Context: an optimization exercise on an open-source flow, tuned for small area, a short achievable clock period and few clock cycles. The choices shown serve that exercise and are no tape-out recipe.
At most, simulation tests tie the RTL to the original design; equivalence was not proved.
Power figures rest on the tool's default switching activity, not on a simulated workload.

==> module blur_unit, before the edit <==
module blur_unit #(
    parameter W = 16,
    parameter FREE = 0
) (
    input wire clk_in,
    input wire rst_in,
    input wire in_v,
    input wire [7:0] in_d,
    input wire [2*$clog2(W)-1:0] in_addr,  
    output logic out_v,
    output logic [7:0] out_d,
    output logic [2*$clog2(W)-1:0] out_addr,
    output logic sub_v  
);
    localparam XW = $clog2(W);
    wire [XW-1:0] ix = in_addr[XW-1:0];
    wire [XW-1:0] iy = in_addr[2*XW-1:XW];
    logic [XW-1:0] fx;
    logic flushing;
    wire tok = in_v | flushing;
    logic [7:0] lb1 [0:W-1];
    logic [7:0] lb2 [0:W-2];
    logic [9:0] p;
    always_ff @(posedge clk_in) begin
        if (FREE || tok) begin
            lb1[0] <= in_d;
            lb2[0] <= (iy == 0) ? in_d : lb1[W-1];
            for (int k = 1; k < W; k++) lb1[k] <= lb1[k-1];
            for (int k = 1; k < W-1; k++) lb2[k] <= lb2[k-1];
            p <= {2'b00, lb2[W-2]} + {1'b0, lb1[W-2], 1'b0};
        end
    end
    wire [7:0] mid = lb1[W-1];
    wire [7:0] bot = flushing ? mid : in_d;
    wire [9:0] v = p + {2'b00, bot};
    wire vtok = (in_v && iy != 0) || flushing;
    wire [XW-1:0] vx = flushing ? fx : ix;
    wire vx0 = vx == 0;
    wire vxl = vx == W-1;
    always_ff @(posedge clk_in) begin
        if (rst_in) begin
            fx <= 0;
            flushing <= 0;
        end else begin
            if (in_v && ix == W-1 && iy == W-1) flushing <= 1;
            if (flushing) begin
                fx <= fx + 1'b1;
                if (fx == W-1) flushing <= 0;
            end
        end
    end
    logic [11:0] q;
    logic [9:0] hb;
    logic pend;
    wire [9:0] tc = pend ? 10'd0 : v;
    wire [11:0] hsum = q + {2'b00, tc};
    wire htok = (vtok && !vx0) || pend;
    wire [2*XW-1:0] next_addr = out_addr + out_v;
    always_ff @(posedge clk_in) begin
        if (FREE || vtok) begin
            q <= (vx0 ? 12'd0 : {2'b00, hb}) + {1'b0, v, 1'b0} + ((vx0 || vxl) ? {2'b00, v} : 12'd0);
            hb <= v;
        end
        out_d <= hsum[11:4];
        if (rst_in) begin
            pend <= 0;
            out_v <= 0;
            sub_v <= 0;
            out_addr <= 0;
        end else begin
            pend <= vtok && vxl;
            out_v <= htok;
            sub_v <= htok && !next_addr[0] && !next_addr[XW];
            out_addr <= next_addr;
        end
    end
endmodule
==> flow/config.mk <==
export PLATFORM = sky130hd
export DESIGN_NAME = gaussian_pyramid
export DESIGN_NICKNAME = gaussian_pyramid
export VERILOG_FILES = /design/flow/design.v
export SDC_FILE = /design/flow/constraint.sdc
export NUM_CORES = 8
export LEC_CHECK = 0
export CAP_MARGIN = 20
export CORE_MARGIN = 2
export CORE_UTILIZATION = 60
export SLEW_MARGIN = 20
export SYNTH_MEMORY_MAX_BITS = 16384
==> flow/constraint.sdc <==
create_clock -name core_clock -period 10.0 [get_ports {clk_in}]
set_input_delay 2.0000 -clock core_clock [delete_from_list [all_inputs] [get_ports {clk_in}]]
set_output_delay 2.0000 -clock core_clock [all_outputs]
set_load 0.01 [all_outputs]
standard.sh (not shown) runs the stock make flow with config.mk's settings and CLKGATE_MAP_FILE= SYNTH_SCRIPT=/design/flow/synth_recipe.tcl, a recipe that flattens the netlist after the stock synthesis.
==> flow/flow/run.sh <==
#!/bin/bash
set -euo pipefail
bash standard.sh SETUP_SLACK_MARGIN=7 BUFFER_PORTS_ARGS=-buffer_cell\ sky130_fd_sc_hd__buf_2 CTS_ARGS=-sink_clustering_enable\ -repair_clock_nets\ -dont_use_dummy_load\ -sink_clustering_size\ 30\ -sink_clustering_max_diameter\ 60 finish > standard_flow.log 2>&1
The baseline finished clean.
Next try:
--- a/flow/design.v
+++ b/flow/design.v
@@ -22,27 +22,33 @@
     wire tok = in_v | flushing;
     logic [7:0] lb1 [0:W-1];
-    logic [7:0] lb2 [0:W-2];
-    logic [9:0] p;
+    logic [7:0] lb2 [0:W-1];
     always_ff @(posedge clk_in) begin
         if (FREE || tok) begin
             lb1[0] <= in_d;
             lb2[0] <= (iy == 0) ? in_d : lb1[W-1];
-            for (int k = 1; k < W; k++) lb1[k] <= lb1[k-1];
-            for (int k = 1; k < W-1; k++) lb2[k] <= lb2[k-1];
-            p <= {2'b00, lb2[W-2]} + {1'b0, lb1[W-2], 1'b0};
+            for (int k = 1; k < W; k++) begin
+                lb1[k] <= lb1[k-1];
+                lb2[k] <= lb2[k-1];
+            end
         end
     end
     wire [7:0] mid = lb1[W-1];
+    wire [7:0] top = lb2[W-1];
     wire [7:0] bot = flushing ? mid : in_d;
-    wire [9:0] v = p + {2'b00, bot};
+    wire [9:0] vsum = {2'b00, top} + {1'b0, mid, 1'b0} + {2'b00, bot};
     wire vtok = (in_v && iy != 0) || flushing;
-    wire [XW-1:0] vx = flushing ? fx : ix;
-    wire vx0 = vx == 0;
-    wire vxl = vx == W-1;
+    wire [XW-1:0] vxn = flushing ? fx : ix;
+    logic [9:0] vr;
+    logic vv, vx0, vxl;
     always_ff @(posedge clk_in) begin
+        vr <= vsum;
+        vx0 <= vxn == 0;
+        vxl <= vxn == W-1;
         if (rst_in) begin
             fx <= 0;
             flushing <= 0;
+            vv <= 0;
         end else begin
+            vv <= vtok;
             if (in_v && ix == W-1 && iy == W-1) flushing <= 1;
             if (flushing) begin
@@ -52,15 +58,14 @@
         end
     end
-    logic [11:0] q;
-    logic [9:0] hb;
+    logic [9:0] ha, hb;
     logic pend;
-    wire [9:0] tc = pend ? 10'd0 : v;
-    wire [11:0] hsum = q + {2'b00, tc};
-    wire htok = (vtok && !vx0) || pend;
+    wire [9:0] tc = pend ? hb : vr;
+    wire [11:0] hsum = {2'b00, ha} + {1'b0, hb, 1'b0} + {2'b00, tc};
+    wire htok = (vv && !vx0) || pend;
     wire [2*XW-1:0] next_addr = out_addr + out_v;
     always_ff @(posedge clk_in) begin
-        if (FREE || vtok) begin
-            q <= (vx0 ? 12'd0 : {2'b00, hb}) + {1'b0, v, 1'b0} + ((vx0 || vxl) ? {2'b00, v} : 12'd0);
-            hb <= v;
+        if (FREE || vv) begin
+            ha <= vx0 ? vr : hb;
+            hb <= vr;
         end
         out_d <= hsum[11:4];
@@ -71,5 +76,5 @@
             out_addr <= 0;
         end else begin
-            pend <= vtok && vxl;
+            pend <= vv && vxl;
             out_v <= htok;
             sub_v <= htok && !next_addr[0] && !next_addr[XW];
What happened: Worst hold slack loses 0.011 ns. Cell area drops by 12%. Final cell count shrinks by 19%. Total power drops by 35%. Clock-buffer cell count decreases by 2. Sequential power came out higher by 3.2%. Wire length goes down by 21%.
Testbench counts after the change, summed over its fixed seeds: cycles 7,392.
Function not checked in the first run of this note: the RTL went through the layout flow alone.

-- port drivers added, routing unchanged --
The results above use ideal ports. As a check the final layouts listed here were re-extracted and re-timed, cells and wires unchanged. Step 1 sets driving cells, clkbuf_16 on the clock port and buf_2 on the other inputs (assumed; they add their load-dependent delay and slew). Step 2 moves the port delays by t, midway between the first and last clock arrival at a register: inputs arrive t later, outputs are due t later. That takes back most of the time a late clock gives input paths. Three values: no drivers, after step 1, after step 2; two values: the first two.
run | t (ns) | slack for setup (ns) | hold WS [ns] | worst data-port slew with drivers (ns) | pins driven straight from the clock port
the first run | 0.678 | 5.841 / 5.841 / 5.841 | 0.299 / 0.299 / 0.299 | 0.03 | 1
the second run | 0.653 | 6.832 / 6.771 / 6.547 | 0.288 / 0.288 / 0.288 | 0.04 | 1
After both steps setup and hold are still met in every run listed. For the second run, which loses most, drivers alone change the setup slack by -0.061 ns; drivers and shift together by -0.285 ns.
